Background: an optimization exercise with open tools, aiming at small area. Do not read the settings as production practice. The RTL was checked by simulation tests, not by an equivalence proof against the original design. Power figures rest on the tool's default switching activity, not on a simulated workload.

## flow/design.v (module list and top-level ports; edited modules follow where they fit)
// module menu_frames: 100 lines
module menu_frames
    (
        input clk,
        input rst,
        input [1:0] frame_sel,
        output [18:0] address_write,
        output [11:0] data_write
    );
  // ...
==> flow/flow/run.sh <==
#!/bin/bash
# Layout flow: the standard synthesis, then the combinational logic between
# the registers is re-mapped for area with ABC's deepsyn + amap (registers, their
# names and cell types untouched), then the standard flow from floorplan to
# finish. Every tool's output goes to a log_*.txt file in this folder.
set -euo pipefail
HERE=$PWD
R=$HERE/orfs/results/$FLOW_PLATFORM/menu_frames/base
LIB=$FLOW_HOME/platforms/sky130hd/lib/sky130_fd_sc_hd__tt_025C_1v80.lib
T=${REOPT_SECONDS:-50}

bash standard.sh synth > log_standard_synth.txt 2>&1
cp $R/1_2_yosys.v $HERE/standard_1_2_yosys.v

want=$(cat flow/netlist.sha256 2>/dev/null || true)
std_ff=$(grep -c "sky130_fd_sc_hd__dfxtp_1 " $HERE/standard_1_2_yosys.v || true)
cache_ff=$(grep -c "sky130_fd_sc_hd__dfxtp_1 " flow/netlist.v 2>/dev/null || true)
have=$(sha256sum $HERE/standard_1_2_yosys.v | awk '{print $1}')
best=""
if [[ -s flow/netlist.v && "$want" == "$have" && "$std_ff" == "$cache_ff" ]] && ! grep -q "lpflow\|probe" flow/netlist.v; then
  echo "standard netlist $have matches flow/netlist.v" >> log_reopt_choice.txt
  cp flow/netlist.v reopt_cached.v
  best=cached
else
echo "standard netlist $have, flow/netlist.v made from ${want:-none}: re-mapping here" >> log_reopt_choice.txt
# cells marked don't-use on the platform
DU=$(grep -o 'cell *( *"\?sky130_fd_sc_hd__\(probe\|lpflow\)[a-z0-9_]*' $LIB | sed 's/.*(\s*"\?//' | sort -u | sed 's/^/-dont_use /' | tr '\n' ' ')

for wave in "1 2 3 4" "5 6 7 8"; do
pids=()
for s in $wave; do
  tail=flow/map_amap.abc.in
  sed -e "s/@T@/$T/" -e "s/@S@/$s/" -e "s/@S2@/$((s + 10))/" -e "s/@S3@/$((s + 20))/" flow/deep.abc.in $tail > deep_$s.abc
  cat > reopt_$s.ys <<EOY
read_liberty -ignore_miss_func $LIB
read_verilog $HERE/standard_1_2_yosys.v
hierarchy -top $FLOW_TOP
setattr -mod -set keep_hierarchy 1 sky130_fd_sc_hd__dfxtp_1
flatten -noscopeinfo
opt_clean
abc -liberty $LIB $DU -script $HERE/deep_$s.abc
splitnets
opt_clean -purge
hilomap -hicell sky130_fd_sc_hd__conb_1 HI -locell sky130_fd_sc_hd__conb_1 LO
insbuf -buf sky130_fd_sc_hd__buf_1 A X
opt_clean -purge
blackbox sky130_fd_sc_hd__dfxtp_1
tee -o $HERE/reopt_$s.stat stat -liberty $LIB
check
write_verilog -noattr -nohex -nodec $HERE/reopt_$s.v
EOY
  yosys -s reopt_$s.ys > log_reopt_$s.txt 2>&1 &
  pids+=($!)
done
for p in "${pids[@]}"; do wait $p || true; done
done

# sanity bounds: same register count as the standard netlist, and no implausible shrink
std_ff=$(grep -c "sky130_fd_sc_hd__dfxtp_1 " $HERE/standard_1_2_yosys.v || true)
std_area=$(grep -i "chip area for module" orfs/reports/$FLOW_PLATFORM/menu_frames/base/synth_stat.txt | awk '{print $NF}')
echo "standard: $std_ff registers, area $std_area" >> log_reopt_choice.txt
besta=""
for s in 1 2 3 4 5 6 7 8; do
  [[ -s reopt_$s.v && -s reopt_$s.stat ]] || continue
  a=$(grep -i "chip area for module" reopt_$s.stat | awk '{print $NF}')
  ff=$(grep -c "sky130_fd_sc_hd__dfxtp_1 " reopt_$s.v || true)
  echo "seed $s area $a registers $ff" >> log_reopt_choice.txt
  [[ "$ff" == "$std_ff" ]] || continue
  awk "BEGIN{exit !($a > 0.4 * $std_area)}" || continue
  if [[ -z "$besta" ]] || awk "BEGIN{exit !($a < $besta)}"; then best=$s; besta=$a; fi
done
fi
if [[ -n "$best" ]]; then
  echo "using seed $best" >> log_reopt_choice.txt
  cp reopt_$best.v $R/1_2_yosys.v
  rm -f $R/1_synth.odb $R/1_synth.sdc
else
  echo "no re-mapped netlist, keeping the standard one" >> log_reopt_choice.txt
fi

# every port still gets its own buffer, of the smallest buffer cell; the clock
# tree is built of clkbuf_8 only, without a dummy balancing load
export BUFFER_PORTS_ARGS="-buffer_cell sky130_fd_sc_hd__buf_1"
export CTS_ARGS="-sink_clustering_enable -repair_clock_nets -dont_use_dummy_load -buf_list sky130_fd_sc_hd__clkbuf_8 -sink_clustering_size 30 -sink_clustering_max_diameter 200"
bash standard.sh finish > log_standard_finish.txt 2>&1
==> flow/flow/deep.abc.in <==
strash
&get -n
&deepsyn -T @T@ -S @S@
&deepsyn -T @T@ -S @S2@
&deepsyn -T @T@ -S @S3@
&put
==> flow/flow/map_amap.abc.in <==
dch -f
amap
topo
==> flow/flow/netlist.sha256 <==
7b694c8c42812b582a4b712f332916d6a3b17c619cdcae59f1da424d4c265943
==> flow/standard.sh <==
#!/bin/bash
# synth_recipe.tcl (not shown) runs the flow's synth.tcl, then flattens the netlist and writes it again
# the make line also repeats each setting of config.mk as NAME=value (left out here)
make -C /OpenROAD-flow-scripts/flow DESIGN_CONFIG=/design/flow/config.mk WORK_HOME=/design/flow/orfs CLKGATE_MAP_FILE= SYNTH_SCRIPT=/design/flow/synth_recipe.tcl "${@:-finish}"
==> flow/config.mk <==
export PLATFORM = sky130hd
export DESIGN_NAME = menu_frames
export DESIGN_NICKNAME = menu_frames
export VERILOG_FILES = /design/flow/design.v
export SDC_FILE = /design/flow/constraint.sdc
export NUM_CORES = 4
export LEC_CHECK = 0
export CAP_MARGIN = 20
export CORE_MARGIN = 2
export CORE_UTILIZATION = 40
export PLACE_DENSITY = 0.6
export SLEW_MARGIN = 20
==> flow/constraint.sdc <==
create_clock -name core_clock -period 10.0 [get_ports {clk}]
set_input_delay 2.0000 -clock core_clock [delete_from_list [all_inputs] [get_ports {clk}]]
set_output_delay 2.0000 -clock core_clock [all_outputs]
set_load 0.01 [all_outputs]
Not shown: flow/flow/netlist.v
==> impl_results.md, run 1 <==
* Status: timing/DRC/antenna clean
* Global route hottest layer: met2
* Area delta synth->final at 7.081%
* WL/cell at 19.61 um
* Fraction of area in multi-input gates at 0.7073
* Die W at 93.42 um
* Psw at 0.00003448 W
* CP top delay family: simple AND/OR/NAND/NOR gates
* Setup WS post-layout at 2.155 ns
* Number of hold buffers added after CTS at 0
* Crit path depth at 33
* Signal buffers at 28
* Clock-cell share at 0.01206
* Crit path buf inv count at 5
* Worst EP required at 8.00 ns
* Most frequent cells in the layout: nor2_1 (150), clkinv_1 (64), nand2_1 (60), o21ai_0 (46), a21oi_1 (39)
* Height of the die at 93.42 um
* Fin. Hold Viols at 0
* FFs & Latches at 24
* Worst slew margin at 0.4775
* Initial DRC count at 729
* Hold path endpoint: c[0]
* Final worst-path cycle share at 0.7845
* Hpwl dp at 10670 um
* Reg power frac at 0.608
* Reg clk slew, reported paths at 0.08 ns
* CTS root buf: clkbuf_8
==> inputs of run 2 (changes only) <==
--- a/flow/config.mk
+++ b/flow/config.mk
@@ -6,7 +6,7 @@
 export NUM_CORES = 4
 export LEC_CHECK = 0
-export CAP_MARGIN = 20
+export CAP_MARGIN = 0
 export CORE_MARGIN = 2
 export CORE_UTILIZATION = 40
 export PLACE_DENSITY = 0.6
-export SLEW_MARGIN = 20
+export SLEW_MARGIN = 0
==> run 2 against run 1 <==
Against the previous run:
- still clean on timing, DRC and antenna
- via count shrank 0.29%
- worst setup slack got worse by 0.017 ns
- clock power hardly changed
- fmax fell by 0.22%
- utilization shrank 0.065 points
- combinational power is 1% lower
- sequential power about the same
- non-clock buffer count unchanged
- register-to-register slack barely moved
- cell count is the same
==> impl_results.md, run 2 <==
* Cell repeated most along the worst path: nand2_1 (unchanged)
* Height of the die at 93.42 um (unchanged)
* Vias in the first global route at 3956 (unchanged)
* Most frequent cells in the layout: nor2_1 (150), clkinv_1 (64), nand2_1 (60), o21ai_0 (46), a21oi_1 (39) (unchanged)
* Initial DRC count at 700 (was 729)
* Clock Path Buffers at 2 (unchanged)
* Startpoint Class: flop (unchanged)
* Tot Pwr at 0.0001600 W (was 0.0001601 W)
* Setup TNS at 0 ns (unchanged)
* Top achievable clock speed at 127.2 MHz (was 127.5 MHz)
* Num ports at 35 (unchanged)
* Post-Syn Nets at 578 (unchanged)
* Number of hold buffers added after CTS at 0 (unchanged)
* Max-cap violations at 0 (unchanged)
* Worst slew margin at 0.2610 (was 0.4775)
* Worst r2r src: hp[2] (unchanged)
* Total wire length at 13620 um (was 13550 um)
* # setup viols final at 0 (unchanged)
* WS Path Type: reg2out (unchanged)
* Fill cells at 843 (unchanged)
* Worst EP required at 8.00 ns (about the same)
* Nets at 595 (unchanged)
* Post-DRT Antenna Nets at 0 (unchanged)
* Hold Path Class: reg2reg (unchanged)
* Final non-filler cell total at 691 (unchanged)
* Leakage at 1.031 nW (was 1.032 nW)
* Largest fanout on the critical path at 21 (unchanged)
* Reg clk slew, reported paths at 0.08 ns (about the same)
* Congestion Overflow GR at 0 (unchanged)
* Die area at 8726 um^2 (unchanged)
* Largest net degree at the start of global routing at 22 (unchanged)
* Setup WS post-layout at 2.138 ns (was 2.155 ns)
* Place WS at 2.570 ns (unchanged)
* Antenna Cells at 0 (unchanged)
* CTS tree: yes (unchanged)
* Pins Over Slew Limit at 0 (unchanged)
* Worst setup EP type: primary output (unchanged)
* Clock skew at 0.01116 ns (was 0.01121 ns)
* Syn Inst Count at 574 (unchanged)
* Crit path largest cell delay at 0.63 ns (about the same)
* Core Rows at 32 (unchanged)
* Die W at 93.42 um (unchanged)
* CTS root buf: clkbuf_8 (unchanged)
* Share of layout cells above drive strength 1 at 0.008489 (was 0.01019)
* Total GRT Usage at 0.3145 (unchanged)
* DRC violations left at 0 (unchanged)
* RSZ-0062 raised after global routing: false (unchanged)
* Arrival @ worst endpoint at 5.86 ns (was 5.84 ns)
* Core Region at 7727 um^2 (unchanged)
* Avg Vias per Cell at 6.457 (was 6.476)
* Number of port buffers at 26 (unchanged)
* Fin. Hold Viols at 0 (unchanged)
* Yosys warning total at 1 (unchanged)
* H-tree depth at 1 (unchanged)
* Biggest regs: hp: 10 flops, vp: 10 flops, c: 2 flops (unchanged)
* Tightest Pin Transition at 1.099 ns (was 0.7640 ns)
* Status: timing/DRC/antenna clean (unchanged)
* Worst VDD drop at 0.08207 mV (was 0.08208 mV)
* Clock Latency Late Sink at 0.26 ns (about the same)
* Design Area, Final at 3420 um^2 (was 3425 um^2)
* Syn avg cell area at 5.572 um^2 (unchanged)
* CTS resizes at 0 (unchanged)
* Critical Path Source: hp[5] (unchanged)
* Sink Count at 24 (unchanged)
* WL/cell at 19.72 um (was 19.61 um)
* Vias post-DR at 4462 (was 4475)
* Tmin final at 7.862 ns (was 7.845 ns)
* CP max-delay cell: clkinv_1 (unchanged)
* Final worst-path cycle share at 0.7862 (was 0.7845)
* Most common cell after layout, fill and taps aside: nor2_1 (unchanged)
* RePlAce Congestion at 1.088 (unchanged)
* Total clock buffers created by CTS at 3 (unchanged)
* Placed instance area at 3378 um^2 (unchanged)
* Hold wc startpoint: c[0] (unchanged)
* Initial Util at 0.4139 (unchanged)
* First drt pass iteration count at 6 (was 5)
* Initial antenna violation count at 0 (unchanged)
* Area delta synth->final at 6.925% (was 7.081%)
* Placed Instances at 688 (unchanged)
* Power Dens Cells at 46.78 nW/um^2 (was 46.74 nW/um^2)
* Post-CTS Setup Inserts at 0 (unchanged)
* Hpwl dp at 10670 um (unchanged)
* First-pass GRT wire length at 21680 um (unchanged)
* Mapped Area at 3198 um^2 (unchanged)
## run 2: area by class of cell
type	instances	area, um^2	share of cell area
clock buffers	3	41.29	0.01207
inverters	64	240.2	0.07025
multi-input cells	470	2417	0.7069
flip-flops and latches	24	480.5	0.1405
well taps	102	127.6	0.03732
repair buffers	28	112.6	0.03293
## run 2: per-stage QoR
step,utilization,hold slack [ns]
2_1_floorplan,-,0.3978
3_3_place_gp,0.4372,0.4077
3_5_place_dp,0.4372,0.4182
4_1_cts,0.4425,0.4419
5_1_grt,0.4425,0.4611
6_report,0.4425,0.4362
## run 2: path summary, 6_finish.rpt
| kind | to | slack [ns] | cells past startpoint |
|---|---|---|---|
| worst min register to register | c[0] | 0.44 | 1 |
| worst max-delay path | data_write[6] | 2.14 | 33 |
| worst max register to register | vp[8] | 6.57 | 14 |
| worst min-delay path | c[0] | 0.44 | 1 |
## run 2: report_power, final
part	switching [W]	internal, W	leakage [nW]	total (W)
Clock	0.0000273	0.0000268	0.0216	0.0000541
Combinational	0.00000628	0.00000217	0.815	0.00000845
Sequential	0.000000840	0.0000965	0.194	0.0000974
Total	0.0000344	0.000126	1.03	0.000160
## run 2: worst max-delay path: cells and delay by family, from the launching register on
family,cells,cell delay (ns)
AOI/OAI and AO/OA,12,1.77
buffers and inverters,5,1.18
and+or+nand+nor,16,2.14
DFF,1,0.51
## run 2: per-layer routing
layer  track usage  up-vias  routed length, um
li1              -     2094                  -
met1        0.4404     1993               5705
met2        0.4706      321               5682
met3       0.03465       54               1497
met4        0.1667        0                738
met5             0        -                  0
==> inputs of run 3 (changes only) <==
--- a/flow/config.mk
+++ b/flow/config.mk
@@ -8,5 +8,5 @@
 export CAP_MARGIN = 0
 export CORE_MARGIN = 2
-export CORE_UTILIZATION = 40
-export PLACE_DENSITY = 0.6
+export CORE_UTILIZATION = 60
+export PLACE_DENSITY = 0.8
 export SLEW_MARGIN = 0
==> run 3 against run 2 <==
Against the previous run:
- hold slack gained 0.0088 ns
- sequential share of layout area increased by 0.17 points
- routed wire length decreased by 5.3%
- largest power group unchanged
- highest routed layer unchanged
==> impl_results.md, run 3 <==
* Status: timing/DRC/antenna clean (unchanged)
* Max-cap violations at 0 (unchanged)
* RR Endpoint: vp[8] (unchanged)
* Number of hold buffers added after CTS at 0 (unchanged)
* Most common cell after layout, fill and taps aside: nor2_1 (unchanged)
* Leakage at 1.031 nW (unchanged)
* Share of layout cells above drive strength 1 at 0.008489 (unchanged)
* Hpwl dp at 9547 um (was 10670 um)
* Cell repeated most along the worst path: nand2_1 (unchanged)
* Total GRT Usage at 0.4211 (was 0.3145)
* CTS root buf: clkbuf_8 (unchanged)
* Congestion Overflow GR at 0 (unchanged)
* Die area at 5930 um^2 (was 8726 um^2)
* Crit path buf inv count at 5 (unchanged)
* Antenna Cells at 0 (unchanged)
* WS Path Type: reg2out (unchanged)
* Syn Inst Count at 574 (unchanged)
* Initial antenna violation count at 0 (unchanged)
* Internal at 0.0001256 W (was 0.0001255 W)
* Post-DRT Antenna Nets at 0 (unchanged)
* Total clock buffers created by CTS at 3 (unchanged)
* Vias in the first global route at 4189 (was 3956)
* Initial Util at 0.6222 (was 0.4139)
* CP max-delay cell: clkinv_1 (unchanged)
* CP top delay family: simple AND/OR/NAND/NOR gates (unchanged)
* Final worst-path cycle share at 0.7916 (was 0.7862)
* Number of port buffers at 26 (unchanged)
* Total wire length at 12900 um (was 13620 um)
* Crit path to: data_write[4] (was data_write[6])
* Top achievable clock speed at 126.3 MHz (was 127.2 MHz)
* Clock Path Buffers at 2 (unchanged)
* Worst setup EP type: primary output (unchanged)
* Place WS at 2.638 ns (was 2.570 ns)
* Post-Syn Nets at 578 (unchanged)
* Clk pwr share at 0.343 (was 0.338)
* Yosys warning total at 1 (unchanged)
* Switching Share at 0.2207 (was 0.2152)
* Sink Count at 24 (unchanged)
* Mapped Area at 3198 um^2 (unchanged)
* Critical Path Source: hp[5] (unchanged)
* Comb power frac at 0.053 (about the same)
* Clock Latency Late Sink at 0.27 ns (was 0.26 ns)
* WL/cell at 19.57 um (was 19.72 um)
* Most frequent cells in the layout: nor2_1 (150), clkinv_1 (64), nand2_1 (60), o21ai_0 (46), a21oi_1 (39) (unchanged)
* Area delta synth->final at 5.673% (was 6.925%)
* Design Area, Final at 3379 um^2 (was 3420 um^2)
* Crit path largest cell delay at 0.58 ns (was 0.63 ns)
* Reg2reg setup slack at 6.38 ns (was 6.57 ns)
* Syn avg cell area at 5.572 um^2 (unchanged)
* Power Dens Cells at 47.70 nW/um^2 (was 46.78 nW/um^2)
* Setup WS post-layout at 2.084 ns (was 2.138 ns)
* Crit path depth at 33 (unchanged)
* Biggest regs: hp: 10 flops, vp: 10 flops, c: 2 flops (unchanged)
* Psw at 0.00003558 W (was 0.00003442 W)
* RSZ-0062 raised after global routing: false (unchanged)
* CTS tree: yes (unchanged)
* Placed instance area at 3338 um^2 (was 3378 um^2)
* Vias post-DR at 4699 (was 4462)
* Core Region at 5140 um^2 (was 7727 um^2)
* Setup TNS at 0 ns (unchanged)
* RePlAce Congestion at 1.213 (was 1.088)
* Height of the die at 77.01 um (was 93.42 um)
* Worst R2R Path Depth at 14 (unchanged)
* Fin. Hold Viols at 0 (unchanged)
* # setup viols final at 0 (unchanged)
* Pins Over Slew Limit at 0 (unchanged)
* Startpoint Class: flop (unchanged)
* Hold Path Class: reg2reg (unchanged)
* Post-CTS Setup Inserts at 0 (unchanged)
* CTS resizes at 0 (unchanged)
* First drt pass iteration count at 16 (was 6)
* Worst slew margin at 0.1991 (was 0.2610)
* Final hold slack at 0.4449 ns (was 0.4362 ns)
* Worst r2r src: hp[2] (unchanged)
* Hold wc startpoint: c[0] (unchanged)
* Reg clk slew, reported paths at 0.08 ns (about the same)
* First-pass GRT wire length at 20370 um (was 21680 um)
* Nets at 595 (unchanged)
* Worst VDD drop at 0.1076 mV (was 0.08207 mV)
* Num ports at 35 (unchanged)
* DRC violations left at 0 (unchanged)
* Tightest Pin Transition at 1.191 ns (was 1.099 ns)
* Tmin final at 7.916 ns (was 7.862 ns)
* Die W at 77.01 um (was 93.42 um)
* Initial DRC count at 992 (was 700)
* Reg power frac at 0.604 (was 0.609)
* Core Rows at 26 (was 32)
* Clock skew at 0.01349 ns (was 0.01116 ns)
* Worst Hold Path Cells at 1 (unchanged)
* Worst EP required at 8.00 ns (about the same)
* H-tree depth at 1 (unchanged)
* Largest net degree at the start of global routing at 22 (unchanged)
* Largest fanout on the critical path at 21 (unchanged)
* Avg Vias per Cell at 7.131 (was 6.457)
* Arrival @ worst endpoint at 5.92 ns (was 5.86 ns)
## run 3: worst min-delay path by stage
stage	end	slack [ns]
after floorplan	c[0]	0.40
final	c[0]	0.44
after CTS	c[0]	0.44
after detailed placement	c[0]	0.43
after global routing	k1	0.46
after global placement	c[0]	0.41
## run 3: through the flow
step | utilization | cells | total power (W)
6_report | 0.6575 | 659 | 0.0001612
5_1_grt | 0.6575 | 659 | 0.0001657
4_1_cts | 0.6575 | 659 | 0.0001621
3_5_place_dp | 0.6495 | 656 | 0.0001078
3_3_place_gp | 0.6495 | 656 | 0.0001075
2_1_floorplan | - | 574 | 0.0001064
## run 3: area by class of cell
cell class | count | area, um^2
inverter | 64 | 240.2
sequential | 24 | 480.5
timing repair buffer | 28 | 112.6
tap | 70 | 87.58
multi-input combinational | 470 | 2417
clock buffer | 3 | 41.29
fill | 523 | 1760
## run 3: power groups by stage
stage,registers (W),clock network [W],logic (W)
finish,0.0000974,0.0000553,0.00000847
global route,0.0000974,0.0000589,0.00000937
CTS,0.0000974,0.0000564,0.00000828
detailed placement,0.0000996,0,0.00000824
global placement,0.0000995,0,0.00000793
floorplan,0.0000993,0,0.00000705
## run 3: layer usage
| metal | wire [um] | GRT usage |
|---|---|---|
| met1 | 4487 | 0.5280 |
| met2 | 5437 | 0.6781 |
| met3 | 2009 | 0.08941 |
| met4 | 961 | 0.2179 |
| met5 | 0 | 0 |

afterwards: timing with drivers on the ports:
No port has a modelled driver above. Below, the same layouts with a new extraction and two added sets of constraints. Step 1 assumes that a clkbuf_16 drives the clock port and a buf_2 every other input. Step 2 also shifts input and output timing later by t, the mid clock arrival at the registers, as if the neighbouring blocks saw the same clock. Slacks: ideal ports / drivers / drivers and shift; pairs: ideal ports / drivers.
| run | t (ns) | setup slack, ns | hold slack, ns | slew at the worst register clock pin (ns) | pins driven straight from the clock port |
|---|---|---|---|---|---|
| run 1 | 0.277 | 2.155 / 2.132 / 2.409 | 0.436 / 0.436 / 0.436 | 0.08 / 0.08 | 1 |
| run 2 | 0.278 | 2.138 / 2.115 / 2.393 | 0.436 / 0.436 / 0.436 | 0.08 / 0.08 | 1 |
| run 3 | 0.283 | 2.084 / 2.061 / 2.344 | 0.445 / 0.445 / 0.445 | 0.08 / 0.08 | 1 |
After both steps every run listed still meets setup and hold.
